Background: an optimization exercise with open tools, aiming at small area, a short achievable clock period and few clock cycles. Do not read the settings as production practice.
RTL that was checked went through simulation tests only; none was proved equivalent to the original.
No functional check of the RTL was part of runs 2 to 5.

### flow/design.v
module exgcd_recursion #(
	parameter WIDTH = 16
) (
	input 	clk,     
	input 	rst_n,   
	input	[WIDTH-1:0] data_a,
	input 	[WIDTH-1:0] data_b,
	input	valid_in,
	output 	[WIDTH-1:0] gcd,
	output  [WIDTH-1:0] inv,
	output  reg valid_out
);
localparam M  = 3;                       
localparam KMAX = (WIDTH - 1) / M;       
localparam KW = 3;                       
reg             run;
reg [WIDTH-1:0] R;       
reg [WIDTH-1:0] B;       
reg [WIDTH-1:0] S0;      
reg [WIDTH-1:0] SS;      
reg [KW-1:0]    k;
assign gcd = R;
assign inv = S0;
wire bzero = (B == {WIDTH{1'b0}});
wire kzero = (k == {KW{1'b0}});
wire [WIDTH+M-1:0] bup = {B, {M{1'b0}}};
wire up = ~bzero && ({{M{1'b0}}, R} >= bup);
wire [WIDTH-1:0] rem [0:M];
wire [WIDTH-1:0] sacc [0:M];
assign rem[M]  = R;
assign sacc[M] = S0;
genvar i, p;
generate
	for (i = M - 1; i >= 0; i = i - 1) begin : stage
		wire [WIDTH+i-1:0] bs = B << i;
		wire [WIDTH+i-1:0] rx = rem[i+1];
		wire ge = (rx >= (B << i)) ;
		wire qb = ge & ~up;
		wire [WIDTH+i:0] bsx = {1'b0, B, {i{1'b0}}};
		wire [WIDTH+i:0] rsub = {{(i+1){1'b0}}, rem[i+1]} - bsx;
		assign rem[i] = qb ? rsub[WIDTH-1:0] : rem[i+1];
		wire [WIDTH-1:0] rot = (i == 0) ? SS : ((SS << i) | (SS >> (WIDTH - i)));
		wire [WIDTH-1:0] op;
		for (p = 0; p < WIDTH; p = p + 1) begin : bitm
			assign op[p] = rot[p] & qb & (p >= k * M + i);
		end
		assign sacc[i] = sacc[i+1] - op;
	end
endgenerate
wire swap   = run & ~up & kzero & ~bzero;
wire remz   = (rem[0] == {WIDTH{1'b0}});
wire done   = run & (bzero | (swap & remz));
always @(posedge clk or negedge rst_n) begin
	if (~rst_n) begin
		run <= 1'b0;
		valid_out <= 1'b0;
	end else begin
		run <= run ? ~done : valid_in;
		valid_out <= done;
	end
end
always @(posedge clk) begin
	if (~run) begin
		R  <= data_a;
		B  <= data_b;
		S0 <= {{(WIDTH-1){1'b0}}, 1'b1};
		SS <= {WIDTH{1'b0}};
		k  <= {KW{1'b0}};
	end else if (up) begin
		B  <= B << M;
		SS <= (SS << M) | (SS >> (WIDTH - M));
		k  <= k + 1'b1;
	end else if (swap) begin
		R  <= B;
		B  <= rem[0];
		S0 <= SS;
		SS <= sacc[0];
		k  <= {KW{1'b0}};
	end else begin
		R  <= rem[0];
		S0 <= sacc[0];
		B  <= B >> M;
		SS <= (SS >> M) | (SS << (WIDTH - M));
		k  <= k - 1'b1;
	end
end
endmodule
### flow/constraint.sdc
create_clock -name core_clock -period 50.0 [get_ports {clk}]
set_input_delay 10.0000 -clock core_clock [delete_from_list [all_inputs] [get_ports {clk}]]
set_output_delay 10.0000 -clock core_clock [all_outputs]
set_load 0.01 [all_outputs]
### flow/run.sh
#!/bin/bash
# synth_recipe.tcl (not shown) runs the flow's synth.tcl, then flattens the netlist and writes it again
# the make line also repeats each setting of config.mk as NAME=value (left out here)
make -C /OpenROAD-flow-scripts/flow DESIGN_CONFIG=/design/flow/config.mk WORK_HOME=/design/flow/orfs CLKGATE_MAP_FILE= SYNTH_SCRIPT=/design/flow/synth_recipe.tcl finish
### flow/config.mk
export PLATFORM = sky130hd
export DESIGN_NAME = exgcd_recursion
export DESIGN_NICKNAME = exgcd_recursion
export VERILOG_FILES = /design/flow/design.v
export SDC_FILE = /design/flow/constraint.sdc
export NUM_CORES = 4
export LEC_CHECK = 0
export CAP_MARGIN = 20
export CORE_MARGIN = 2
export CORE_UTILIZATION = 40
export SLEW_MARGIN = 20
==> results of run 1 <==
-- sequential cells by signal (all words and copies together) (netlist names) --
| name | cells |
|---|---|
| k | 3 |
| B | 16 |
| valid_out | 1 |
| SS | 16 |
| S0 | 16 |
| R | 16 |
| run | 1 |
-- per-stage QoR --
| step | area (µm²) | setup WS (ns) |
|---|---|---|
| floorplan | 8770 | 39.51 |
| global placement | 9690 | 37.69 |
| detailed placement | 9690 | 37.36 |
| finish | 9970 | 37.11 |
| CTS | 9970 | 37.29 |
| global route | 9970 | 36.23 |
-- worst paths after layout --
| kind | startpoint | endpoint | slack (ns) | cells after the start |
|---|---|---|---|---|
| setup / recovery | B[1] | S0[15] | 37.11 | 41 |
| max in group asynchronous | rst_n | run | 40.06 | 1 |
| hold / removal | S0[1] | S0[1] | 0.51 | 2 |
| setup reg to reg | B[1] | S0[15] | 37.11 | 41 |
| min in group asynchronous | rst_n | run | 9.82 | 1 |
| hold reg to reg | S0[1] | S0[1] | 0.51 | 2 |
-- final cells by class --
class / instances / area, µm²
Clock buffer: 14 / 264
Clock inverter: 2 / 10.0
Fill cell: 2193 / 11700
Inverter: 86 / 323
Multi-Input combinational cell: 957 / 6720
Sequential cell: 69 / 1550
Tap cell: 280 / 350
Timing Repair Buffer: 78 / 753
-- metal layers --
layer / up-vias / wire length [µm]
li1: 4277 / -
met1: 4273 / 12900
met2: 406 / 14900
met3: 88 / 1890
met4: 0 / 1770
met5: - / 0
-- cell usage after synthesis (all sizes together), types with 5 or more instances --
master	n	share of area, %
a211oi	29	2.6
a21o	16	1.4
a21oi	87	5.1
a221oi	8	0.80
a22oi	8	0.68
a31oi	16	1.2
and2	9	0.66
and3	27	1.9
buf	11	0.70
clkbuf	34	1.5
dfxtp	51	12
edfxtp	16	5.5
fa	34	7.8
ha	87	12
inv	86	3.7
mux2	6	0.77
mux2i	8	0.91
nand2	123	5.3
nand2b	10	0.71
nand3	30	1.7
nand3b	5	0.43
nand4	12	0.86
nor2	123	5.3
nor2b	9	0.64
nor3	28	1.6
nor3b	6	0.51
nor4	8	0.64
o211ai	16	1.4
o21a	13	1.1
o21ai	98	5.7
o22ai	10	0.71
o31ai	10	1.0
or2	5	0.36
xnor2	31	3.1
xor2	26	2.6
-- cell families (layout without fill, tap and decap cells) --
| logic type | after synthesis | count (layout) | share of synthesized area, % |
|---|---|---|---|
| adders and majority gates | 121 | 121 | 20.2 |
| AOI/OAI and AO/OA | 360 | 360 | 27.1 |
| and+or+nand+nor | 404 | 404 | 21.5 |
| muxes | 14 | 14 | 1.68 |
| xor gates and xnor gates | 58 | 58 | 5.95 |
| buffers and inverters | 131 | 180 | 5.84 |
| DFF | 69 | 69 | 17.7 |
-- cell usage in the layout, fill, tap and decap left out, drive strengths merged, types with 26 or more instances in the layout --
cell type      instances
clkdlybuf4s50         67
xor2                  26
nor2                 123
o21ai                 98
inv                   86
nor3                  28
dfxtp                 51
ha                    87
nand2                123
xnor2                 31
nand3                 30
a211oi                29
a21oi                 87
fa                    34
and3                  27
-- worst register-to-register path, delay by kind of cell (launching register included) --
family          cells  cell delay (ns)
fa+ha+maj           6             2.59
buf+inv             4             0.60
flops               1             0.60
compound gates     23             6.08
simple gates        7             2.74
xor+xnor            1             0.19
==> impl_metrics.yaml, run 1 <==
yosys:
  synth-edff-count: 16
  synthCells: 1157
  synth-async-reset-ratio_pct: 2.90
  yosysWarnings: 1
  ys_types: 77
  syn_area_per_cell_um2: 7.58
  synthFlopType: "dfxtp_1"
  ys_ff_latch: 69
  seq_area_frac_synth_pct: 17.7
  synthesis.area_um2: 8770
  synth_fp_nets: 1313
timing:
  fin_crit_ns: 12.89
  rsz0062_at_grt: "no"
  finalSetupTns_ns: 0
  finalClockSkew_ns: 0.0132
  worst_slew_pin_slew_ns: 1.03
  finalHoldViolCount: 0
  slew_viol_final: 0
  finalSetupViolations: 0
  hold_ws_ns: 0.515
  worst_slew_margin_rel_pct: 31.4
  timing.final.crit_share_pct: 25.8
  fmax_mhz: 77.6
routing:
  finalWirelength_mm: 31.4
  dr.pass1.iters: 5
  wl_per_cell_um: 21.2
  dr_total_vias: 9044
  first_iter_violations: 889
  ant_nets: 0
  vias_per_cell: 6.09
  drc: 0
worst_setup_path:
  cp_top_family: "compound AO/OA/AOI/OAI gates"
  path_common_cell: "o21ai_0"
  critical-path-slowest-cell: "nand2_1"
  cp-start-kind: "register"
  crit_buf_inv: 4
  crit_required_ns: 50.27
  cp.arrival_ns: 13.16
  cpPeakStageDelay_ns: 0.69
  cp_max_fo: 21
  end_kind: "register"
  path_class: "reg -> reg"
floorplanning:
  core_um2: 21700
  dieWidth_um: 152
  start_util_pct: 40.4
  die_area_um2: 23100
  ioPinCount: 68
  dieHeight_um: 152
  rows: 54
global_routing:
  grt.busiest_layer: "met2"
  grt_pass1_vias: 8920
  gr-usage-met1_pct: 33.3
  grt_pass1_wl_mm: 49.4
  use_met3_pct: 3.11
  grt_usage_pct: 26.8
  gr-total-overflow: 0
  antenna_found_initial: 0
  grt_use_met2_pct: 45.0
  grt_max_degree: 67
clock_network:
  clk_pin_slew_worst_paths_ns: 0.06
  cts_buffer_depth: 2
  numCtsBuffers: 9
  cts_tree: "built"
  clock_latency_ns: 0.35
  htree_levels: 3
  post_cts_resize_count: 0
  postCtsSetupBuffers: 0
  clock-sinks: 69
  cts.hold.buffers_added: 0
  cts_root_buffer: "clkbuf_16"
cells_and_area:
  final_nets: 1357
  area_delta_synth_final_pct: 13.7
  drive_gt1_share_pct: 5.06
  layoutNonFillerInstCount: 1486
  diodes: 0
  final_util_pct: 46.0
placed_design:
  dp_hpwl_mm: 24.2
  gp_congestion: 0.978
  io_buffer_count: 67
  place_inst: 1470
job:
  drv_cap: 0
status:
  status: "timing/DRC/antenna clean"
hold_path:
  hp-class: "reg -> reg"
Testbench counts, summed over its fixed seeds: cycles 106,906.
==> run 2, diff against run 1 <==
--- a/flow/design.v
+++ b/flow/design.v
@@ -12,7 +12,7 @@
 );
 localparam M  = 3;                       
 localparam KMAX = (WIDTH - 1) / M;       
-localparam KW = 3;                       
+localparam KW = $clog2(KMAX + 1) > 0 ? $clog2(KMAX + 1) : 1;
 reg             run;
 reg [WIDTH-1:0] R;       
 reg [WIDTH-1:0] B;       
==> impl_metrics.yaml, run 2 <==
status:
  status: "timing/DRC/antenna clean"
worst_setup_path:
  worst-path-stages: 41
  path_common_cell: "o21ai_0"
  cpPeakStageDelay_ns: 0.69
  rr_startpoint: "B[1]"
  crit_buf_inv: 4
  timing.rr.end: "S0[15]"
  critical-path-slowest-cell: "nand2_1"
  setup.worst_path.start: "B[1]"
  cp.arrival_ns: 13.16
  cp_max_fo: 21
  path_class: "reg -> reg"
  cp_top_family: "compound AO/OA/AOI/OAI gates"
  end_kind: "register"
  cp-start-kind: "register"
  crit_end: "S0[15]"
  crit_required_ns: 50.27
  ff2ff_path_depth: 41
  r2r_setup_slack_ns: 37.11
clock_network:
  cts.hold.buffers_added: 0
  htree_levels: 3
  numCtsBuffers: 9
  clock-sinks: 69
  post_cts_resize_count: 0
  postCtsSetupBuffers: 0
  clock_latency_ns: 0.35
  clk_pin_slew_worst_paths_ns: 0.06
  cts_tree: "built"
  cts_root_buffer: "clkbuf_16"
  cts_buffer_depth: 2
floorplanning:
  die_area_um2: 23100
  core_um2: 21700
  start_util_pct: 40.4
  ioPinCount: 68
  dieHeight_um: 152
  dieWidth_um: 152
  rows: 54
routing:
  dr.pass1.iters: 5
  ant_nets: 0
  vias_per_cell: 6.09
  wl_per_cell_um: 21.2
  first_iter_violations: 889
  finalWirelength_mm: 31.4
  drc: 0
  dr_total_vias: 9044
placed_design:
  gp_congestion: 0.978
  place_area_um2: 9690
  dp_hpwl_mm: 24.2
  io_buffer_count: 67
timing:
  fmax_mhz: 77.6
  worst_slew_margin_rel_pct: 31.4
  timing.final.crit_share_pct: 25.8
  finalClockSkew_ns: 0.0132
  finalSetupTns_ns: 0
  finalHoldViolCount: 0
  rsz0062_at_grt: "no"
  worst_slew_pin_slew_ns: 1.03
  fin_crit_ns: 12.89
  finalSetupViolations: 0
  slew_viol_final: 0
cells_and_area:
  seq_area_um2: 1550
  diodes: 0
  drive_gt1_share_pct: 5.06
  nFillCells: 2193
  area_delta_synth_final_pct: 13.7
  final_cell_mix: "nor2_1 (122), nand2_1 (122), o21ai_0 (92), ha_1 (87), a21oi_1 (85)"
  design_area_um2: 9970
  final_nets: 1357
  multi_input_comb_area_um2: 6720
global_routing:
  grt_pass1_vias: 8920
  gr-total-overflow: 0
  antenna_found_initial: 0
  grt_usage_pct: 26.8
  grt_max_degree: 67
  grt_pass1_wl_mm: 49.4
yosys:
  synth_commonest_cells: "nand2_1 (123), nor2_1 (122), o21ai_0 (92)"
  synth_fp_nets: 1313
  synth_area_leaders: "ha_1 (12%), dfxtp_1 (12%), fa_1 (7.8%)"
  seq_area_frac_synth_pct: 17.7
  yosysWarnings: 1
  synthFlopType: "dfxtp_1"
  synthesis.area_um2: 8770
  ys_ff_latch: 69
  yosys.area.top_type: "ha_1"
  synth-async-reset-ratio_pct: 2.90
  synth-edff-count: 16
  synthCells: 1157
  ys_types: 77
  synth_top_area_share_pct: 12.4
  synthMostInstantiatedCell: "nand2_1"
  syn_area_per_cell_um2: 7.58
job:
  drv_cap: 0
hold_path:
  hp-class: "reg -> reg"
[run 2: how the worst min path moves through the flow]
stage	start	endpoint	slack, ns	depth (start not counted)
final	S0[1]	S0[1]	0.51	2
after global routing	S0[1]	S0[1]	0.56	2
after CTS	S0[1]	S0[1]	0.52	2
after detailed placement	S0[1]	S0[1]	0.52	2
after global placement	S0[1]	S0[1]	0.50	2
after floorplan	SS[14]	SS[1]	0.48	2
[run 2: through the flow]
| step | hold slack [ns] | instances | setup WS [ns] | util, % |
|---|---|---|---|---|
| detailed placement | 0.516 | 1470 | 37.36 | 44.7 |
| CTS | 0.524 | 1486 | 37.29 | 46.0 |
| finish | 0.515 | 1486 | 37.11 | 46.0 |
| global placement | 0.504 | 1470 | 37.69 | 44.7 |
| floorplan | 0.479 | 1157 | 39.51 | - |
| global route | 0.559 | 1486 | 36.23 | 46.0 |
[run 2: kinds of logic after synthesis]
kind of cell / after synthesis / synth area share [%]
AO/OA/AOI/OAI: 360 / 27.1
XOR/XNOR: 58 / 5.95
adder cells (fa/ha/maj): 121 / 20.2
buffers and inverters: 131 / 5.84
AND/OR/NAND/NOR: 404 / 21.5
flip-flops: 69 / 17.7
multiplexers: 14 / 1.68
[run 2: final cells by class]
class / instances / share of cell area, %
clock buffers: 14 / 2.65
clock inverters: 2 / 0.100
inverters: 86 / 3.24
multi-input cells: 957 / 67.4
flip-flops and latches: 69 / 15.6
well taps: 280 / 3.51
repair buffers: 78 / 7.56
[run 2: worst min-delay path, stage by stage (launching register included)]
cell     delay [ns]
dfxtp_1        0.34
nand2_1        0.07
a21oi_1        0.05
[run 2: metal layers]
layer / vias to the layer above / share of wire [%] / GRT usage (%) / routed length (µm)
met5: - / 0 / 0 / 0
met4: 0 / 5.6 / 15.8 / 1770
met3: 88 / 6.0 / 3.11 / 1890
met2: 406 / 47 / 45.0 / 14900
met1: 4273 / 41 / 33.3 / 12900
li1: 4277 / - / - / -
==> run 3, diff against run 2 <==
==> flow/design.v (replaced) <==
module exgcd_recursion #(
	parameter WIDTH = 16
) (
	input 	clk,     
	input 	rst_n,   
	input	[WIDTH-1:0] data_a,
	input 	[WIDTH-1:0] data_b,
	input	valid_in,
	output 	[WIDTH-1:0] gcd,
	output  [WIDTH-1:0] inv,
	output  reg valid_out
);
localparam M  = 3;                       
localparam KW = 3;                       
reg             run;
reg [WIDTH-1:0] R;       
reg [WIDTH-1:0] B;       
reg [WIDTH-1:0] S0;      
reg [WIDTH-1:0] SS;      
reg [KW-1:0]    k;
assign gcd = R;
assign inv = S0;
wire bzero = (B == {WIDTH{1'b0}});
wire kzero = (k == {KW{1'b0}});
wire up = ~bzero && (B[WIDTH-1:WIDTH-M] == {M{1'b0}}) &&
          (R[WIDTH-1:M] >= B[WIDTH-M-1:0]);
reg [WIDTH-1:0] therm;
integer t;
always @(*) begin
	for (t = 0; t < WIDTH; t = t + 1)
		therm[t] = (t >= k * M);
end
wire [WIDTH-1:0] rem [0:M];
wire [M-1:0]     qb;
wire [WIDTH-1:0] sop [0:M-1];    
assign rem[M] = R;
genvar i;
generate
	for (i = M - 1; i >= 0; i = i - 1) begin : stage
		wire [WIDTH-i:0] d = {1'b0, rem[i+1][WIDTH-1:i]} - {1'b0, B[WIDTH-1-i:0]};
		wire hi0 = (i == 0) ? 1'b1 : (B[WIDTH-1:WIDTH-1-i+1] == 0);
		assign qb[i] = hi0 & ~d[WIDTH-i] & ~up;
		if (i == 0) begin : n0
			assign rem[i] = qb[i] ? d[WIDTH-1:0] : rem[i+1];
		end else begin : ni
			assign rem[i] = qb[i] ? {d[WIDTH-i-1:0], rem[i+1][i-1:0]} : rem[i+1];
		end
		wire [WIDTH-1:0] rot = (i == 0) ? SS : ((SS << i) | (SS >> (WIDTH - i)));
		assign sop[i] = rot & (therm << i) & {WIDTH{qb[i]}};
	end
endgenerate
wire [WIDTH-1:0] n2 = ~sop[2], n1 = ~sop[1], n0 = ~sop[0];
wire [WIDTH-1:0] cs1_s = S0 ^ n2 ^ n1;
wire [WIDTH-1:0] cs1_c = {(S0[WIDTH-2:0] & n2[WIDTH-2:0]) | (S0[WIDTH-2:0] & n1[WIDTH-2:0]) |
                          (n2[WIDTH-2:0] & n1[WIDTH-2:0]), 1'b1};
wire [WIDTH-1:0] cs2_s = cs1_s ^ cs1_c ^ n0;
wire [WIDTH-1:0] cs2_c = {(cs1_s[WIDTH-2:0] & cs1_c[WIDTH-2:0]) | (cs1_s[WIDTH-2:0] & n0[WIDTH-2:0]) |
                          (cs1_c[WIDTH-2:0] & n0[WIDTH-2:0]), 1'b1};
wire [WIDTH-1:0] snew = cs2_s + cs2_c + 1'b1;
wire swap   = run & ~up & kzero & ~bzero;
wire remz   = (rem[0] == {WIDTH{1'b0}});
wire done   = run & (bzero | (swap & remz));
always @(posedge clk or negedge rst_n) begin
	if (~rst_n) begin
		run <= 1'b0;
		valid_out <= 1'b0;
	end else begin
		run <= run ? ~done : valid_in;
		valid_out <= done;
	end
end
always @(posedge clk) begin
	if (~run) begin
		R  <= data_a;
		B  <= data_b;
		S0 <= {{(WIDTH-1){1'b0}}, 1'b1};
		SS <= {WIDTH{1'b0}};
		k  <= {KW{1'b0}};
	end else if (up) begin
		B  <= B << M;
		SS <= (SS << M) | (SS >> (WIDTH - M));
		k  <= k + 1'b1;
	end else if (swap) begin
		R  <= B;
		B  <= rem[0];
		S0 <= SS;
		SS <= snew;
		k  <= {KW{1'b0}};
	end else begin
		R  <= rem[0];
		S0 <= snew;
		B  <= B >> M;
		SS <= (SS >> M) | (SS << (WIDTH - M));
		k  <= k - 1'b1;
	end
end
endmodule
==> flow/flow/run.sh (new file) <==
#!/bin/bash
set -euo pipefail
MARGIN=$(cat flow/margin.txt)
bash standard.sh SETUP_SLACK_MARGIN=$MARGIN finish > standard_flow.log 2>&1
==> flow/flow/margin.txt (new file) <==
39
==> flow/standard.sh (new file) <==
#!/bin/bash
# synth_recipe.tcl (not shown) runs the flow's synth.tcl, then flattens the netlist and writes it again
# the make line also repeats each setting of config.mk as NAME=value (left out here)
make -C /OpenROAD-flow-scripts/flow DESIGN_CONFIG=/design/flow/config.mk WORK_HOME=/design/flow/orfs CLKGATE_MAP_FILE= SYNTH_SCRIPT=/design/flow/synth_recipe.tcl "${@:-finish}"
removed: flow/run.sh
==> impl_metrics.yaml, run 3 <==
yosys:
  syn_area_per_cell_um2: 7.80
  synthFlopType: "dfxtp_1"
  synthCells: 1081
  synth_commonest_cells: "nor2_1 (115), nand2_1 (113), ha_1 (83)"
  yosys.area.top_type: "ha_1"
  yosysWarnings: 1
  synthMostInstantiatedCell: "nor2_1"
  seq_area_frac_synth_pct: 18.4
  synth_fp_nets: 1230
  synth_area_leaders: "ha_1 (12%), dfxtp_1 (12%), fa_1 (7.4%)"
  synthesis.area_um2: 8430
  ys_ff_latch: 69
  synth_top_area_share_pct: 12.3
  ys_types: 83
  synth-async-reset-ratio_pct: 2.90
  synth-edff-count: 16
timing:
  finalClockSkew_ns: 0.0106
  timing.final.crit_share_pct: 21.9
  slew_viol_final: 0
  fin_crit_ns: 10.97
  hold_ws_ns: 0.490
  worst_slew_pin_slew_ns: 0.918
  finalSetupViolations: 0
  fmax_mhz: 91.1
  rsz0062_at_grt: "no"
  worst_slew_margin_rel_pct: 38.7
  finalHoldViolCount: 0
  finalSetupTns_ns: 0
floorplanning:
  dieHeight_um: 149
  start_util_pct: 40.4
  core_um2: 20900
  dieWidth_um: 149
  die_area_um2: 22300
  rows: 53
  ioPinCount: 68
global_routing:
  antenna_found_initial: 1
  grt_usage_pct: 25.3
  gr-total-overflow: 0
  grt_pass1_wl_mm: 44.0
  grt.busiest_layer: "met2"
  grt_pass1_vias: 8057
  grt_max_degree: 68
  gr-usage-met1_pct: 32.7
  use_met3_pct: 2.97
  grt_use_met2_pct: 43.7
worst_setup_path:
  cpPeakStageDelay_ns: 0.45
  cp_top_family: "flip-flops"
  path_class: "reg -> out"
  path_cells: "clkbuf_2"
  critical-path-slowest-cell: "edfxtp_1"
  crit_buf_inv: 1
  cp-start-kind: "register"
  cp_max_fo: 2
  cp.arrival_ns: 0.97
  r2r_setup_slack_ns: 39.46
  end_kind: "output port"
  crit_required_ns: 40.00
cells_and_area:
  final_cell_mix: "nor2_1 (115), nand2_1 (111), ha_1 (83), inv_1 (77), a21oi_1 (74)"
  final_nets: 1288
  area_delta_synth_final_pct: 15.3
  mostFrequentLayoutCell: "nor2_1"
  drive_gt1_share_pct: 10.5
clock_network:
  clock_latency_ns: 0.36
  cts_buffer_depth: 2
  htree_levels: 3
  cts.hold.buffers_added: 0
  cts_tree: "built"
  clk_pin_slew_worst_paths_ns: 0.07
  numCtsBuffers: 9
  clock-sinks: 69
  cts_root_buffer: "clkbuf_16"
placed_design:
  dp_hpwl_mm: 20.9
  io_buffer_count: 67
  gp_congestion: 0.924
routing:
  first_iter_violations: 673
  drc: 0
  wl_per_cell_um: 19.9
  dr.pass1.iters: 5
  finalWirelength_mm: 28.2
  vias_per_cell: 5.93
  dr_total_vias: 8416
  ant_nets: 0
hold_path:
  hp-class: "reg -> reg"
status:
  status: "timing/DRC/antenna clean"
job:
  drv_cap: 0
-- run 3: changes by cell type after synthesis, sizes merged, moves of 6 or more --
cell,change
a21oi,-6
xor2,-7
inv,-8
nand2,-10
and3,-22
o21ai,-37
mux2i,+6
a311oi,+7
mux2,+8
or3,+11
a22oi,-8
nor2,-8
xnor2,-8
-- run 3: layer usage --
| layer | wire length [µm] | share of wire, % |
|---|---|---|
| met1 | 12200 | 43 |
| met2 | 13600 | 48 |
| met3 | 1480 | 5.2 |
| met4 | 918 | 3.2 |
| met5 | 0 | 0 |
-- run 3: final cells by class --
type                            instances  area (µm²)
Antenna cell                            1        2.50
Clock buffer                           11         275
Fill cell                            2101       11200
Timing Repair Buffer                   93         758
Inverter                               78         293
Sequential cell                        69        1550
Clock inverter                          5        61.3
Multi-Input combinational cell        888        6440
Tap cell                              275         344
-- run 3: worst paths after layout --
path | end | cells after the start | startpoint
worst max-delay path | gcd[9] | 1 | R[9]
worst min-delay path | S0[1] | 2 | S0[1]
worst max register to register | S0[15] | 37 | B[10]
worst min register to register | S0[1] | 2 | S0[1]
max in group asynchronous | valid_out | 1 | rst_n
min in group asynchronous | run | 1 | rst_n
-- run 3: logic make-up after synthesis --
family	Yosys count	synth area share (%)
and+or+nand+nor	382	21.2
AOI/OAI and AO/OA	320	26.3
buffers and inverters	125	6.22
adders and majority gates	114	19.7
DFF	69	18.4
xor gates and xnor gates	43	4.64
muxes	28	3.58
-- run 3: metrics by stage --
step / worst slack, ns / cells / util [%] / cell area, µm²
6_report: 39.03 / 1420 / 46.6 / 9730
5_1_grt: 39.00 / 1419 / 46.6 / 9720
4_1_cts: 38.85 / 1418 / 46.6 / 9720
3_5_place_dp: 38.96 / 1388 / 44.7 / 9330
3_3_place_gp: 38.96 / 1388 / 44.7 / 9330
2_1_floorplan: 39.51 / 1081 / - / 8430
-- run 3: what timing repair did --
action / CTS / global route
gates resized for setup: 64 / 35
endpoints found under the hold margin: 0 / 0
setup endpoints to repair: 33 / 32
setup buffers: 14 / 0
pin swaps: 0 / 1
cloned: 0 / 1
==> run 4, diff against run 3 <==
--- a/flow/design.v
+++ b/flow/design.v
@@ -12,6 +12,30 @@
 );
 localparam M  = 3;                       
 localparam KW = 3;                       
+function [WIDTH:0] add16;
+	input [WIDTH-1:0] a;
+	input [WIDTH-1:0] b;
+	input             cin;
+	reg   [WIDTH-1:0] g, p, G, P;
+	integer n, l;
+	begin
+		p = a ^ b;
+		g = a & b;
+		g[0] = g[0] | (p[0] & cin);
+		G = g; P = p;
+		for (l = 1; l < WIDTH; l = l * 2)
+			for (n = 2 * l - 1; n < WIDTH; n = n + 2 * l) begin
+				G[n] = G[n] | (P[n] & G[n-l]);
+				P[n] = P[n] & P[n-l];
+			end
+		for (l = WIDTH / 4; l >= 1; l = l / 2)
+			for (n = 3 * l - 1; n < WIDTH; n = n + 2 * l) begin
+				G[n] = G[n] | (P[n] & G[n-l]);
+				P[n] = P[n] & P[n-l];
+			end
+		add16 = {G[WIDTH-1], p ^ {G[WIDTH-2:0], cin}};
+	end
+endfunction
 reg             run;
 reg [WIDTH-1:0] R;       
 reg [WIDTH-1:0] B;       
@@ -22,8 +46,8 @@
 assign inv = S0;
 wire bzero = (B == {WIDTH{1'b0}});
 wire kzero = (k == {KW{1'b0}});
-wire up = ~bzero && (B[WIDTH-1:WIDTH-M] == {M{1'b0}}) &&
-          (R[WIDTH-1:M] >= B[WIDTH-M-1:0]);
+wire [WIDTH:0] upd = add16({{M{1'b0}}, R[WIDTH-1:M]}, ~{{M{1'b0}}, B[WIDTH-M-1:0]}, 1'b1);
+wire up = ~bzero && (B[WIDTH-1:WIDTH-M] == {M{1'b0}}) && upd[WIDTH];
 reg [WIDTH-1:0] therm;
 integer t;
 always @(*) begin
@@ -37,7 +61,8 @@
 genvar i;
 generate
 	for (i = M - 1; i >= 0; i = i - 1) begin : stage
-		wire [WIDTH-i:0] d = {1'b0, rem[i+1][WIDTH-1:i]} - {1'b0, B[WIDTH-1-i:0]};
+		wire [WIDTH:0] dd = add16(rem[i+1] >> i, ~({{i{1'b0}}, B[WIDTH-1-i:0]}), 1'b1);
+		wire [WIDTH-i:0] d = {~dd[WIDTH], dd[WIDTH-i-1:0]};
 		wire hi0 = (i == 0) ? 1'b1 : (B[WIDTH-1:WIDTH-1-i+1] == 0);
 		assign qb[i] = hi0 & ~d[WIDTH-i] & ~up;
 		if (i == 0) begin : n0
@@ -56,7 +81,8 @@
 wire [WIDTH-1:0] cs2_s = cs1_s ^ cs1_c ^ n0;
 wire [WIDTH-1:0] cs2_c = {(cs1_s[WIDTH-2:0] & cs1_c[WIDTH-2:0]) | (cs1_s[WIDTH-2:0] & n0[WIDTH-2:0]) |
                           (cs1_c[WIDTH-2:0] & n0[WIDTH-2:0]), 1'b1};
-wire [WIDTH-1:0] snew = cs2_s + cs2_c + 1'b1;
+wire [WIDTH:0] sadd = add16(cs2_s, cs2_c, 1'b1);
+wire [WIDTH-1:0] snew = sadd[WIDTH-1:0];
 wire swap   = run & ~up & kzero & ~bzero;
 wire remz   = (rem[0] == {WIDTH{1'b0}});
 wire done   = run & (bzero | (swap & remz));
==> flow/flow/run.sh (replaced) <==
#!/bin/bash
set -euo pipefail
args=()
while IFS= read -r line; do
	[[ -z "$line" || "$line" == \#* ]] && continue
	args+=("$line")
done < flow/extra.txt
bash standard.sh "${args[@]}" finish > standard_flow.log 2>&1
==> flow/flow/extra.txt (new file) <==
SETUP_SLACK_MARGIN=39.3
BUFFER_PORTS_ARGS=-buffer_cell sky130_fd_sc_hd__buf_2
--- a/flow/config.mk
+++ b/flow/config.mk
@@ -7,5 +7,5 @@
 export LEC_CHECK = 0
 export CAP_MARGIN = 20
 export CORE_MARGIN = 2
-export CORE_UTILIZATION = 40
+export CORE_UTILIZATION = 65
 export SLEW_MARGIN = 20
removed: flow/flow/margin.txt
==> impl_metrics.yaml, run 4 <==
yosys:
  synth_fp_nets: 1094
  seq_area_frac_synth_pct: 19.9
  synth_commonest_cells: "nand2_1 (127), inv_1 (97), ha_1 (78)"
  synth-edff-count: 16
  synth_area_leaders: "fa_1 (14%), dfxtp_1 (13%), ha_1 (12%)"
  synthMostInstantiatedCell: "nand2_1"
  muxShareOfSynthArea_pct: 4.34
  syn_area_per_cell_um2: 8.44
  synthCells: 925
  yosys.area.top_type: "fa_1"
  synth_top_area_share_pct: 14.4
  synth_compound_gate_area_share_pct: 19.6
  synthXorXnorAreaFrac_pct: 3.92
  synth_top_family_by_area: "adder cells"
  synth_fa_ha_area_share_pct: 26.8
  synthFlopType: "dfxtp_1"
  synthesis.area_um2: 7810
  synth-async-reset-ratio_pct: 2.90
  yosysWarnings: 1
  ys_ff_latch: 69
  yosys.area_share.simple_pct: 18.4
  ys_types: 74
floorplanning:
  ioPinCount: 68
  die_area_um2: 12900
  dieWidth_um: 114
  rows: 40
  start_util_pct: 65.9
  dieHeight_um: 114
  core_um2: 11900
clock_network:
  clock_latency_ns: 0.36
  clock-sinks: 69
  cts_tree: "built"
  cts_buffer_depth: 2
  htree_levels: 3
  cts_root_buffer: "clkbuf_16"
  numCtsBuffers: 9
  clk_pin_slew_worst_paths_ns: 0.07
global_routing:
  grt_max_degree: 96
  antenna_found_initial: 0
  grt_usage_pct: 39.7
  gr-total-overflow: 0
  grt_pass1_wl_mm: 39.2
  grt_pass1_vias: 7553
cells_and_area:
  diodes: 0
  final_util_pct: 78.4
  final_nets: 1191
  layoutNonFillerInstCount: 1174
  area_delta_synth_final_pct: 19.1
  drive_gt1_share_pct: 22.8
  final_cell_mix: "nand2_1 (127), inv_1 (92), ha_1 (77), buf_4 (58), fa_1 (55)"
  mostFrequentLayoutCell: "nand2_1"
routing:
  dr.pass1.iters: 5
  drc: 0
  vias_per_cell: 6.49
  dr_total_vias: 7625
  wl_per_cell_um: 21.8
  first_iter_violations: 797
  ant_nets: 0
  finalWirelength_mm: 25.6
placed_design:
  dp_worst_setup_slack_ns: 38.29
  dp_hpwl_mm: 17.8
  place_inst: 1104
  io_buffer_count: 67
  gp_congestion: 0.941
worst_setup_path:
  worst-path-stages: 1
  crit_required_ns: 40.00
  path_cells: "buf_2"
  cp_max_fo: 2
  crit_buf_inv: 1
  cp-start-kind: "register"
  critical-path-slowest-cell: "edfxtp_1"
  end_kind: "output port"
  rr_startpoint: "R[3]"
  ff2ff_path_depth: 46
  r2r_setup_slack_ns: 39.59
  cp_top_family: "flip-flops"
  path_class: "reg -> out"
  timing.rr.end: "S0[15]"
  cpPeakStageDelay_ns: 0.42
  cp.arrival_ns: 0.95
timing:
  fin_crit_ns: 10.95
  worst_slew_pin_slew_ns: 0.978
  finalSetupTns_ns: 0
  timing.final.crit_share_pct: 21.9
  finalHoldViolCount: 0
  fmax_mhz: 91.3
  hold_ws_ns: 0.526
  setup_ws_ns: 39.05
  finalClockSkew_ns: 0.00905
  worst_slew_margin_rel_pct: 34.8
  slew_viol_final: 0
  rsz0062_at_grt: "yes"
  finalSetupViolations: 0
hold_path:
  hold_depth: 2
  min_to: "S0[15]"
  min_from: "SS[15]"
  hp-class: "reg -> reg"
status:
  status: "timing/DRC/antenna clean"
job:
  drv_cap: 0
## run 4: cell types whose count changed in the layout (fill, tap and decap cells not counted), moves of 20 or more
cell	before	now
nor2_1	115	37
a21oi_1	74	25
buf_2	8	50
clkdlybuf4s50_1	34	0
buf_4	26	58
fa_1	31	55
dfxtp_1	51	28
o211ai_1	15	37
buf_6	0	20
## run 4: cell families (layout without fill, tap and decap cells)
group,Yosys count,in the layout
compound gates,224,224
mux,31,31
buf+inv,141,243
simple gates,291,291
fa+ha+maj,134,134
xor+xnor,35,35
flops,69,69
## run 4: cell type report
class / count / area [µm²]
fillers: 811 / 2560
well taps: 147 / 184
clock buffers: 11 / 264
flip-flops and latches: 69 / 1590
clock inverters: 5 / 37.5
inverters: 98 / 372
multi-input cells: 715 / 5920
repair buffers: 129 / 931
## run 4: per-stage QoR
stage	area, µm²
2_1_floorplan	7810
3_3_place_gp	8230
3_5_place_dp	8230
4_1_cts	8980
5_1_grt	9300
6_report	9300
## run 4: routing by layer
metal  track usage [%]  part of all wire [%]  vias to the layer above  wire length, µm
met1              47.3                    36                     3635             9240
met3              7.23                   8.9                      126             2280
met4              22.1                   6.0                        0             1540
met2              67.9                    49                      445            12500
met5                 0                     0                        -                0
li1                  -                     -                     3419                -
## run 4: timing repair
item | in CTS | in global routing
endpoints found under the setup margin | 45 | 35
cloned | 0 | 0
endpoints found under the hold margin | 0 | 0
pin swaps | 2 | 6
resized for setup | 53 | 34
hold buffers | 0 | 0
buffers inserted | 36 | 17
## run 4: worst max-delay path by stage
stage,startpoint,endpoint,slack [ns]
5_1_grt,R[14],gcd[14],39.05
2_1_floorplan,data_a[10],R[10],39.51
4_1_cts,R[8],gcd[8],39.07
3_5_place_dp,B[6],S0[15],38.29
3_3_place_gp,B[6],SS[15],38.53
6_report,R[14],gcd[14],39.05
==> run 5, diff against run 4 <==
==> flow/flow/extra.txt (replaced) <==
SETUP_SLACK_MARGIN=39.3
--- a/flow/config.mk
+++ b/flow/config.mk
@@ -7,5 +7,5 @@
 export LEC_CHECK = 0
 export CAP_MARGIN = 20
 export CORE_MARGIN = 2
-export CORE_UTILIZATION = 65
+export CORE_UTILIZATION = 40
 export SLEW_MARGIN = 20
==> impl_metrics.yaml, run 5 <==
status:
  status: "timing/DRC/antenna clean"
floorplanning:
  dieHeight_um: 144
  start_util_pct: 40.4
  rows: 51
  core_um2: 19300
  dieWidth_um: 144
  die_area_um2: 20700
  ioPinCount: 68
clock_network:
  clock_latency_ns: 0.36
  cts_tree: "built"
  clock-sinks: 69
  numCtsBuffers: 9
  cts.hold.buffers_added: 0
  clk_pin_slew_worst_paths_ns: 0.06
  htree_levels: 3
  cts_buffer_depth: 2
  cts_root_buffer: "clkbuf_16"
cells_and_area:
  area_delta_synth_final_pct: 20.8
  layoutNonFillerInstCount: 1287
  design_area_um2: 9440
  mostFrequentLayoutCell: "nand2_1"
  diodes: 0
  final_cell_mix: "nand2_1 (127), inv_1 (96), ha_1 (78), buf_4 (57), fa_1 (55)"
  drive_gt1_share_pct: 17.9
  final_nets: 1186
timing:
  slew_viol_final: 0
  worst_slew_margin_rel_pct: 41.6
  finalSetupTns_ns: 0
  setup_ws_ns: 39.06
  finalHoldViolCount: 0
  timing.final.crit_share_pct: 21.9
  worst_slew_pin_slew_ns: 0.877
  rsz0062_at_grt: "yes"
  fin_crit_ns: 10.94
  finalSetupViolations: 0
  fmax_mhz: 91.4
  finalClockSkew_ns: 0.0149
global_routing:
  grt_usage_pct: 25.2
  grt_max_degree: 74
  gr-total-overflow: 0
  antenna_found_initial: 0
  grt_pass1_wl_mm: 39.5
  grt_pass1_vias: 6900
yosys:
  yosysWarnings: 1
  synthXorXnorAreaFrac_pct: 3.92
  yosys.area_share.simple_pct: 18.4
  synth-edff-count: 16
  synth_commonest_cells: "nand2_1 (127), inv_1 (97), ha_1 (78)"
  synth_fa_ha_area_share_pct: 26.8
  synth_area_leaders: "fa_1 (14%), dfxtp_1 (13%), ha_1 (12%)"
  seq_area_frac_synth_pct: 19.9
  muxShareOfSynthArea_pct: 4.34
  syn_area_per_cell_um2: 8.44
  synth_fp_nets: 1094
  synth_top_area_share_pct: 14.4
  synth-async-reset-ratio_pct: 2.90
  synthCells: 925
  synthesis.area_um2: 7810
  yosys.area.top_type: "fa_1"
  synthMostInstantiatedCell: "nand2_1"
  ys_ff_latch: 69
  synth_top_family_by_area: "adder cells"
  synth_compound_gate_area_share_pct: 19.6
  ys_types: 74
  synthFlopType: "dfxtp_1"
worst_setup_path:
  path_cells: "buf_2"
  crit_buf_inv: 1
  cp_top_family: "flip-flops"
  path_class: "reg -> out"
  end_kind: "output port"
  crit_required_ns: 40.00
  cp.arrival_ns: 0.94
  cp-start-kind: "register"
  cp_max_fo: 2
  critical-path-slowest-cell: "edfxtp_1"
  cpPeakStageDelay_ns: 0.43
placed_design:
  dp_hpwl_mm: 18.4
  io_buffer_count: 67
  gp_congestion: 0.962
  place_inst: 1223
  place_area_um2: 8720
  dp_worst_setup_slack_ns: 38.91
routing:
  finalWirelength_mm: 25.1
  wl_per_cell_um: 19.5
  top_layer_used: "met4"
  dr.pass1.iters: 5
  first_iter_violations: 610
  vias_per_cell: 5.62
  drc: 0
  dr_total_vias: 7232
  ant_nets: 0
  met2_wirelength_mm: 11.3
  wirelength_met1_mm: 11.7
  wl_met3_mm: 1.49
job:
  drv_cap: 0
hold_path:
  hp-class: "reg -> reg"
-- run 5: cell counts after synthesis --
No cell type changed its count.
-- run 5: area by class of cell --
cell class              count  area [µm²]
flip-flops and latches     69        1590
repair buffers            124        1040
clock buffers              12         246
clock inverters             4        23.8
well taps                 265         332
inverters                  98         372
multi-input cells         715        5840
fillers                  1898        9900
-- run 5: logic make-up (layout without fill, tap and decap cells) --
logic type      count (synthesis)  after routing
compound gates                224            224
flops                          69             69
fa+ha+maj                     134            134
mux                            31             31
simple gates                  291            291
xor+xnor                       35             35
buf+inv                       141            238
-- run 5: stage by stage --
stage	util, %	hold slack [ns]
final	48.8	0.480
after detailed placement	45.1	0.480
after global placement	45.1	0.473
after floorplan	-	0.463
after CTS	47.5	0.485
after global routing	48.8	0.531
-- run 5: final timing paths --
kind	from	endpoint	slack, ns	cells after the start
min in group asynchronous	rst_n	valid_out	9.80	1
worst min register to register	S0[1]	S0[1]	0.48	2
max in group asynchronous	rst_n	run	40.07	1
worst max-delay path	R[3]	gcd[3]	39.06	1
worst max register to register	R[2]	SS[15]	39.73	47
worst min-delay path	S0[1]	S0[1]	0.48	2
-- run 5: what timing repair did --
action,in CTS,in global routing
setup buffers,30,18
endpoints found under the setup margin,35,39
resized for setup,168,29
pin swaps,1,10
-- run 5: layer usage --
metal	track usage, %	up-vias
met5	0	-
met4	9.60	0
met3	3.47	47
met2	39.0	263
met1	35.8	3502
li1	-	3420
==> run 6, diff against run 5 <==
--- a/flow/design.v
+++ b/flow/design.v
@@ -54,6 +54,7 @@
 	for (t = 0; t < WIDTH; t = t + 1)
 		therm[t] = (t >= k * M);
 end
+wire [WIDTH-1:0] SSm = SS & therm;    
 wire [WIDTH-1:0] rem [0:M];
 wire [M-1:0]     qb;
 wire [WIDTH-1:0] sop [0:M-1];    
@@ -70,8 +71,7 @@
 		end else begin : ni
 			assign rem[i] = qb[i] ? {d[WIDTH-i-1:0], rem[i+1][i-1:0]} : rem[i+1];
 		end
-		wire [WIDTH-1:0] rot = (i == 0) ? SS : ((SS << i) | (SS >> (WIDTH - i)));
-		assign sop[i] = rot & (therm << i) & {WIDTH{qb[i]}};
+		assign sop[i] = (SSm << i) & {WIDTH{qb[i]}};
 	end
 endgenerate
 wire [WIDTH-1:0] n2 = ~sop[2], n1 = ~sop[1], n0 = ~sop[0];
@@ -102,10 +102,6 @@
 		S0 <= {{(WIDTH-1){1'b0}}, 1'b1};
 		SS <= {WIDTH{1'b0}};
 		k  <= {KW{1'b0}};
-	end else if (up) begin
-		B  <= B << M;
-		SS <= (SS << M) | (SS >> (WIDTH - M));
-		k  <= k + 1'b1;
 	end else if (swap) begin
 		R  <= B;
 		B  <= rem[0];
@@ -115,9 +111,15 @@
 	end else begin
 		R  <= rem[0];
 		S0 <= snew;
-		B  <= B >> M;
-		SS <= (SS >> M) | (SS << (WIDTH - M));
-		k  <= k - 1'b1;
+		if (up) begin
+			B  <= B << M;
+			SS <= (SS << M) | (SS >> (WIDTH - M));
+			k  <= k + 1'b1;
+		end else begin
+			B  <= B >> M;
+			SS <= (SS >> M) | (SS << (WIDTH - M));
+			k  <= k - 1'b1;
+		end
 	end
 end
 endmodule
==> flow/flow/extra.txt (replaced) <==
SETUP_SLACK_MARGIN=39.3
BUFFER_PORTS_ARGS=-buffer_cell sky130_fd_sc_hd__buf_2
--- a/flow/config.mk
+++ b/flow/config.mk
@@ -5,7 +5,8 @@
 export SDC_FILE = /design/flow/constraint.sdc
 export NUM_CORES = 4
 export LEC_CHECK = 0
+export ABC_AREA = 1
 export CAP_MARGIN = 20
 export CORE_MARGIN = 2
-export CORE_UTILIZATION = 40
+export CORE_UTILIZATION = 65
 export SLEW_MARGIN = 20
==> impl_metrics.yaml, run 6 <==
status:
  status: "timing/DRC/antenna clean"
yosys:
  seq_area_frac_synth_pct: 18.6
  synth_top_area_share_pct: 17.9
  synth_area_leaders: "dfxtp_1 (18%), fa_1 (15%), ha_1 (13%)"
  yosysWarnings: 1
  synth_commonest_cells: "nand2_1 (213), inv_1 (153), ha_1 (79)"
  synth-edff-count: 0
  ys_types: 49
  ys_ff_latch: 69
  yosys.area.top_type: "dfxtp_1"
  synthFlopType: "dfxtp_1"
  synthesis.area_um2: 7490
  syn_area_per_cell_um2: 7.36
  synth_fp_nets: 1189
  synthCells: 1018
  synth-async-reset-ratio_pct: 2.90
  synthMostInstantiatedCell: "nand2_1"
global_routing:
  grt_pass1_vias: 7259
  grt_pass1_wl_mm: 34.6
  antenna_found_initial: 0
  grt_usage_pct: 34.9
  gr-total-overflow: 0
  grt_max_degree: 65
placed_design:
  place_area_um2: 7870
  io_buffer_count: 67
  gp_congestion: 0.927
  dp_hpwl_mm: 14.9
cells_and_area:
  final_nets: 1262
  drive_gt1_share_pct: 19.6
  area_delta_synth_final_pct: 15.2
  mostFrequentLayoutCell: "nand2_1"
  diodes: 0
  nFillCells: 927
  multi_input_comb_area_um2: 5320
  seq_area_um2: 1450
  design_area_um2: 8630
  final_cell_mix: "nand2_1 (213), inv_1 (153), ha_1 (79), nor2_1 (72)"
worst_setup_path:
  crit_end: "valid_out"
  cp_top_family: "flip-flops"
  end_kind: "output port"
  crit_buf_inv: 1
  cp-start-kind: "register"
  timing.rr.end: "S0[15]"
  r2r_setup_slack_ns: 40.06
  rr_startpoint: "B[4]"
  cp_max_fo: 1
  crit_required_ns: 40.00
  critical-path-slowest-cell: "dfrtp_1"
  cp.arrival_ns: 0.83
  setup.worst_path.start: "valid_out"
  path_class: "reg -> out"
  worst-path-stages: 1
  cpPeakStageDelay_ns: 0.35
  ff2ff_path_depth: 53
  path_cells: "buf_2"
routing:
  ant_nets: 0
  top_layer_used: "met4"
  wl_per_cell_um: 16.7
  wl_met3_mm: 1.28
  met2_wirelength_mm: 10.4
  wirelength_met1_mm: 8.08
  dr.pass1.iters: 7
  first_iter_violations: 507
  dr_total_vias: 7100
  drc: 0
  vias_per_cell: 5.73
  finalWirelength_mm: 20.7
floorplanning:
  die_area_um2: 12400
  core_um2: 11300
  ioPinCount: 68
  dieHeight_um: 111
  start_util_pct: 66.2
  rows: 39
  dieWidth_um: 111
timing:
  rsz0062_at_grt: "yes"
  slew_viol_final: 0
  finalSetupTns_ns: 0
  fmax_mhz: 92.3
  finalClockSkew_ns: 0.00684
  worst_slew_pin_slew_ns: 1.12
  finalSetupViolations: 0
  timing.final.crit_share_pct: 21.7
  worst_slew_margin_rel_pct: 25.0
  finalHoldViolCount: 0
  fin_crit_ns: 10.83
clock_network:
  clock-sinks: 69
  clk_pin_slew_worst_paths_ns: 0.06
  htree_levels: 3
  numCtsBuffers: 9
  cts_tree: "built"
  cts_buffer_depth: 2
  cts_root_buffer: "clkbuf_16"
  clock_latency_ns: 0.36
job:
  drv_cap: 0
hold_path:
  hp-class: "reg -> reg"
==> run 6: cell count changes after synthesis, sizes merged, moves of 20 or more <==
| cell | delta |
|---|---|
| o211ai | -29 |
| nand3 | +35 |
| nand2 | +104 |
| inv | +67 |
| o211a | -20 |
| nor2 | +38 |
==> run 6: kinds of logic (layout without fill, tap and decap cells) <==
logic type | count (synthesis) | count (layout) | share of synthesized area, %
and+or+nand+nor | 410 | 410 | 24.6
AOI/OAI and AO/OA | 168 | 168 | 13.8
adders and majority gates | 136 | 136 | 28.4
xor gates and xnor gates | 33 | 33 | 3.86
buffers and inverters | 202 | 280 | 10.7
DFF | 69 | 69 | 18.6
==> run 6: worst min path at each step <==
stage | start | end | cells after the start
after floorplan | SS[9] | SS[12] | 2
after global placement | SS[9] | SS[12] | 2
after detailed placement | SS[9] | SS[12] | 2
after CTS | SS[9] | SS[12] | 2
after global routing | SS[9] | SS[12] | 2
final | SS[9] | SS[12] | 2
==> run 6: metrics by stage <==
step / hold slack, ns / setup WS [ns] / utilization (%) / std cells
after floorplan: 0.444 / 39.56 / - / 1018
after global placement: 0.456 / 39.42 / 69.5 / 1196
after detailed placement: 0.455 / 39.41 / 69.5 / 1196
after CTS: 0.463 / 39.16 / 75.8 / 1237
after global routing: 0.510 / 39.15 / 76.2 / 1239
final: 0.466 / 39.17 / 76.2 / 1239
==> run 6: cell type report <==
class,count,share of cell area [%]
multi-input combinational,747,61.7
sequential,69,16.8
inverter,166,7.34
timing repair buffer,98,8.90
clock inverter,7,0.609
clock buffer,9,2.61
tap,143,2.07
==> run 6: tightest hold or removal path, cell delays in order (launching register included) <==
cell     delay, ns
dfxtp_1       0.31
nand2_1       0.06
a21oi_1       0.06
==> run 6: metal layers <==
layer | global-route usage (%) | vias to the layer above
li1 | - | 3423
met1 | 41.8 | 3328
met2 | 61.3 | 282
met3 | 3.32 | 67
met4 | 20.5 | 0
met5 | 0 | -
==> run 6: repair_timing <==
| action | 4_1_cts | 5_1_grt |
|---|---|---|
| buffers inserted | 25 | 2 |
| resized for setup | 69 | 7 |
| hold buffers | 0 | 0 |
| endpoints found under the setup margin | 33 | 41 |
Testbench counts of run 6, summed over its fixed seeds: cycles 106,906.
==> run 7, diff against run 6 <==
==> flow/flow/extra.txt (replaced) <==
SETUP_SLACK_MARGIN=39.1
BUFFER_PORTS_ARGS=-buffer_cell sky130_fd_sc_hd__buf_2
--- a/flow/config.mk
+++ b/flow/config.mk
@@ -9,4 +9,7 @@
 export CAP_MARGIN = 20
 export CORE_MARGIN = 2
 export CORE_UTILIZATION = 65
+export CTS_BUF_LIST = sky130_fd_sc_hd__clkbuf_8
+export CTS_CLUSTER_DIAMETER = 100
+export CTS_CLUSTER_SIZE = 40
 export SLEW_MARGIN = 20
==> impl_metrics.yaml, run 7 <==
timing:
  fin_crit_ns: 10.89
  worst_slew_pin_slew_ns: 1.08
  rsz0062_at_grt: "yes"
  finalClockSkew_ns: 0.0128
  setup_ws_ns: 39.11
  slew_viol_final: 0
  finalSetupTns_ns: 0
  finalHoldViolCount: 0
  worst_slew_margin_rel_pct: 27.7
  finalSetupViolations: 0
  fmax_mhz: 91.9
  timing.final.crit_share_pct: 21.8
worst_setup_path:
  crit_required_ns: 40.00
  setup.worst_path.start: "R[10]"
  critical-path-slowest-cell: "dfxtp_4"
  r2r_setup_slack_ns: 40.03
  cp_top_family: "flip-flops"
  crit_buf_inv: 1
  path_cells: "buf_2"
  rr_startpoint: "B[4]"
  cp.arrival_ns: 0.89
  cp-start-kind: "register"
  cp_max_fo: 5
  crit_end: "gcd[10]"
  cpPeakStageDelay_ns: 0.37
  worst-path-stages: 1
  ff2ff_path_depth: 55
  path_class: "reg -> out"
  timing.rr.end: "S0[15]"
  end_kind: "output port"
routing:
  drc: 0
  finalWirelength_mm: 20.1
  ant_nets: 0
  wl_per_cell_um: 16.5
  dr.pass1.iters: 5
  vias_per_cell: 5.68
  first_iter_violations: 455
  dr_total_vias: 6944
clock_network:
  cts_buffer_depth: 2
  clk_pin_slew_worst_paths_ns: 0.09
  cts_root_buffer: "clkbuf_8"
  cts_tree: "built"
  htree_levels: 3
  clock-sinks: 69
  clock_latency_ns: 0.38
  numCtsBuffers: 9
global_routing:
  antenna_found_initial: 0
  grt_max_degree: 65
  grt_pass1_vias: 7040
  grt_pass1_wl_mm: 33.8
  gr-total-overflow: 0
  grt_usage_pct: 34.0
placed_design:
  gp_congestion: 0.927
  io_buffer_count: 67
  dp_worst_setup_slack_ns: 39.41
  dp_hpwl_mm: 14.9
cells_and_area:
  final_nets: 1245
  diodes: 0
  area_delta_synth_final_pct: 9.22
  drive_gt1_share_pct: 18.0
  mostFrequentLayoutCell: "nand2_1"
  final_cell_mix: "nand2_1 (213), inv_1 (153), ha_1 (79), nor2_1 (72), buf_2 (67)"
yosys:
  synth_top_area_share_pct: 17.9
  synth-edff-count: 0
  synthCells: 1018
  synth_commonest_cells: "nand2_1 (213), inv_1 (153), ha_1 (79)"
  synthMostInstantiatedCell: "nand2_1"
  seq_area_frac_synth_pct: 18.6
  yosysWarnings: 1
  synthFlopType: "dfxtp_1"
  yosys.area.top_type: "dfxtp_1"
  synth_area_leaders: "dfxtp_1 (18%), fa_1 (15%), ha_1 (13%)"
  synthesis.area_um2: 7490
  ys_ff_latch: 69
  syn_area_per_cell_um2: 7.36
  ys_types: 49
  synth-async-reset-ratio_pct: 2.90
  synth_fp_nets: 1189
floorplanning:
  dieWidth_um: 111
  start_util_pct: 66.2
  core_um2: 11300
  rows: 39
  die_area_um2: 12400
  dieHeight_um: 111
  ioPinCount: 68
hold_path:
  hp-class: "reg -> reg"
status:
  status: "timing/DRC/antenna clean"
job:
  drv_cap: 0
## run 7: cell counts after synthesis
No cell type changed its count.
## run 7: kinds of logic (layout without fill, tap and decap cells)
family / after synthesis / in the layout / share of synthesized area [%]
fa+ha+maj: 136 / 136 / 28.4
flops: 69 / 69 / 18.6
buf+inv: 202 / 263 / 10.7
simple gates: 410 / 410 / 24.6
xor+xnor: 33 / 33 / 3.86
compound gates: 168 / 168 / 13.8
## run 7: how the worst min path moves through the flow
stage	startpoint	to	slack, ns	depth (start not counted)
3_5_place_dp	SS[9]	SS[12]	0.45	2
2_1_floorplan	SS[9]	SS[12]	0.44	2
3_3_place_gp	SS[9]	SS[12]	0.46	2
5_1_grt	SS[9]	SS[12]	0.51	2
6_report	SS[9]	SS[12]	0.47	2
4_1_cts	SS[9]	SS[12]	0.47	2
## run 7: layout make-up
type,instances,area (µm²)
Clock buffer,9,124
Clock inverter,7,52.6
Fill cell,1017,3140
Inverter,166,631
Multi-Input combinational cell,747,5320
Sequential cell,69,1440
Tap cell,143,179
Timing Repair Buffer,81,440
## run 7: per-stage QoR
stage / utilization [%] / hold slack, ns / area (µm²) / cells
after floorplan: - / 0.444 / 7490 / 1018
after global placement: 69.5 / 0.456 / 7870 / 1196
after detailed placement: 69.5 / 0.455 / 7870 / 1196
after CTS: 71.7 / 0.467 / 8110 / 1217
after global routing: 72.3 / 0.514 / 8180 / 1222
final: 72.3 / 0.468 / 8180 / 1222
## run 7: what timing repair did
action | in CTS | in global routing
gates cloned | 0 | 0
setup endpoints to repair | 18 | 22
resized for setup | 23 | 15
hold buffers | 0 | 0
buffers inserted | 5 | 5
## run 7: layer usage
metal  vias up  track usage (%)  share of wire, %
met5         -                0                 0
met4         0             16.5               4.1
met3        60             3.70               5.3
met2       219             60.1                50
met1      3273             41.5                40
li1       3392                -                 -
==> run 8, diff against run 7 <==
==> flow/flow/extra.txt (replaced) <==
SETUP_SLACK_MARGIN=38.9
BUFFER_PORTS_ARGS=-buffer_cell sky130_fd_sc_hd__buf_2
==> impl_metrics.yaml, run 8 <==
floorplanning:
  die_area_um2: 12400
  start_util_pct: 66.2
  dieHeight_um: 111
  dieWidth_um: 111
  rows: 39
  core_um2: 11300
  ioPinCount: 68
hold_path:
  min_from: "SS[9]"
  min_to: "SS[12]"
  hold_depth: 2
  hp-class: "reg -> reg"
timing:
  rsz0062_at_grt: "no"
  finalClockSkew_ns: 0.0134
  worst_slew_margin_rel_pct: 24.9
  timing.final.crit_share_pct: 22.0
  slew_viol_final: 0
  finalSetupViolations: 0
  finalSetupTns_ns: 0
  fin_crit_ns: 11.00
  fmax_mhz: 90.9
  worst_slew_pin_slew_ns: 1.12
  finalHoldViolCount: 0
clock_network:
  clock-sinks: 69
  cts_buffer_depth: 2
  cts.hold.buffers_added: 0
  numCtsBuffers: 9
  clock_latency_ns: 0.38
  postCtsSetupBuffers: 0
  cts_root_buffer: "clkbuf_8"
  clk_pin_slew_worst_paths_ns: 0.09
  cts_tree: "built"
  post_cts_resize_count: 0
  htree_levels: 3
yosys:
  seq_area_frac_synth_pct: 18.6
  ys_types: 49
  yosys.area.top_type: "dfxtp_1"
  ys_ff_latch: 69
  synth-edff-count: 0
  synth-async-reset-ratio_pct: 2.90
  synthesis.area_um2: 7490
  synthMostInstantiatedCell: "nand2_1"
  yosysWarnings: 1
  synth_top_area_share_pct: 17.9
  synth_fp_nets: 1189
  synthFlopType: "dfxtp_1"
  synth_area_leaders: "dfxtp_1 (18%), fa_1 (15%), ha_1 (13%)"
  synth_commonest_cells: "nand2_1 (213), inv_1 (153), ha_1 (79)"
  synthCells: 1018
  syn_area_per_cell_um2: 7.36
worst_setup_path:
  worst-path-stages: 1
  crit_required_ns: 40.00
  r2r_setup_slack_ns: 40.03
  path_cells: "buf_2"
  ff2ff_path_depth: 54
  cp.arrival_ns: 1.00
  cp-start-kind: "register"
  end_kind: "output port"
  path_class: "reg -> out"
  cp_max_fo: 5
  critical-path-slowest-cell: "dfxtp_1"
  cpPeakStageDelay_ns: 0.45
  rr_startpoint: "B[4]"
  crit_buf_inv: 1
  cp_top_family: "flip-flops"
  timing.rr.end: "S0[15]"
global_routing:
  grt_pass1_vias: 6999
  grt_usage_pct: 33.5
  gr-total-overflow: 0
  antenna_found_initial: 0
  grt_pass1_wl_mm: 33.4
  grt_max_degree: 65
routing:
  dr.pass1.iters: 7
  finalWirelength_mm: 19.7
  first_iter_violations: 446
  vias_per_cell: 5.68
  dr_total_vias: 6889
  ant_nets: 0
  drc: 0
  wl_per_cell_um: 16.3
cells_and_area:
  final_nets: 1235
  mostFrequentLayoutCell: "nand2_1"
  diodes: 0
  design_area_um2: 8060
  area_delta_synth_final_pct: 7.55
  drive_gt1_share_pct: 14.6
  final_cell_mix: "nand2_1 (213), inv_1 (153), ha_1 (79), nor2_1 (72)"
  nFillCells: 1040
placed_design:
  gp_congestion: 0.927
  io_buffer_count: 67
  dp_hpwl_mm: 14.9
  place_area_um2: 7870
job:
  drv_cap: 0
status:
  status: "timing/DRC/antenna clean"
[run 8: layout make-up]
type | count | area, µm² | area share [%]
clock inverter | 7 | 52.6 | 0.652
timing repair buffer | 71 | 365 | 4.53
inverter | 166 | 631 | 7.83
multi-input combinational | 747 | 5320 | 66.0
tap | 143 | 179 | 2.22
clock buffer | 9 | 124 | 1.54
sequential | 69 | 1390 | 17.3
[run 8: logic make-up (layout without fill, tap and decap cells)]
logic type / Yosys count / count (layout) / synth area share (%)
compound gates: 168 / 168 / 13.8
xor+xnor: 33 / 33 / 3.86
fa+ha+maj: 136 / 136 / 28.4
buf+inv: 202 / 253 / 10.7
flops: 69 / 69 / 18.6
simple gates: 410 / 410 / 24.6
[run 8: per-layer routing]
layer | share of wire (%) | GRT usage [%]
met1 | 42 | 41.0
met3 | 4.8 | 3.76
met2 | 50 | 58.9
met5 | 0 | 0
met4 | 3.9 | 16.7
[run 8: per-stage QoR]
stage               worst slack (ns)  util, %  hold slack (ns)  instances
CTS                            38.98     71.0            0.467       1212
finish                         39.00     71.2            0.470       1212
floorplan                      39.56        -            0.444       1018
global route                   38.96     71.2            0.514       1212
global placement               39.42     69.5            0.456       1196
detailed placement             39.41     69.5            0.455       1196
[run 8: worst max path at each step]
stage / startpoint / endpoint / slack (ns)
floorplan: R[12] / gcd[12] / 39.56
global placement: R[12] / gcd[12] / 39.42
detailed placement: R[8] / gcd[8] / 39.41
CTS: R[8] / gcd[8] / 38.98
global route: R[12] / gcd[12] / 38.96
finish: R[8] / gcd[8] / 39.00

-- re-timing with driven ports --
In the flow no input, the clock included, has a driving cell. The finished layouts below were timed again as built, in two steps. Step 1: set_driving_cell puts a clkbuf_16 on clk and a buf_2 on each other input, an assumption about the parent block. Step 2 times the ports against the registers' clock, not the clock port: input delays grow and output delays shrink by t, the midpoint of the rising clock arrivals with the driver on. Slacks: ideal / step 1 / step 2; pairs: ideal / step 1.
run | shift t [ns] | setup WS [ns] | hold WS [ns] | clock arrival spread, ns | worst data-port slew with drivers (ns)
run 1 | 0.389 | 37.112 / 37.112 / 37.112 | 0.515 / 0.515 / 0.515 | 0.013 / 0.013 | 0.04
run 2 | 0.389 | 37.112 / 37.112 / 37.112 | 0.515 / 0.515 / 0.515 | 0.013 / 0.013 | 0.04
run 3 | 0.397 | 39.028 / 38.986 / 39.057 | 0.490 / 0.490 / 0.490 | 0.011 / 0.011 | 0.07
run 4 | 0.398 | 39.049 / 39.009 / 39.341 | 0.526 / 0.526 / 0.526 | 0.009 / 0.009 | 0.04
run 5 | 0.396 | 39.060 / 39.015 / 39.001 | 0.480 / 0.480 / 0.480 | 0.015 / 0.015 | 0.04
run 6 | 0.396 | 39.168 / 39.126 / 39.521 | 0.466 / 0.466 / 0.466 | 0.007 / 0.007 | 0.04
run 7 | 0.413 | 39.115 / 39.079 / 39.493 | 0.468 / 0.468 / 0.468 | 0.013 / 0.013 | 0.03
run 8 | 0.411 | 38.997 / 38.961 / 39.372 | 0.470 / 0.470 / 0.470 | 0.013 / 0.014 | 0.04
After both steps setup and hold are still met in every run listed. For run 5, which loses most, drivers alone change the setup slack by -0.045 ns; drivers and shift together by -0.059 ns.
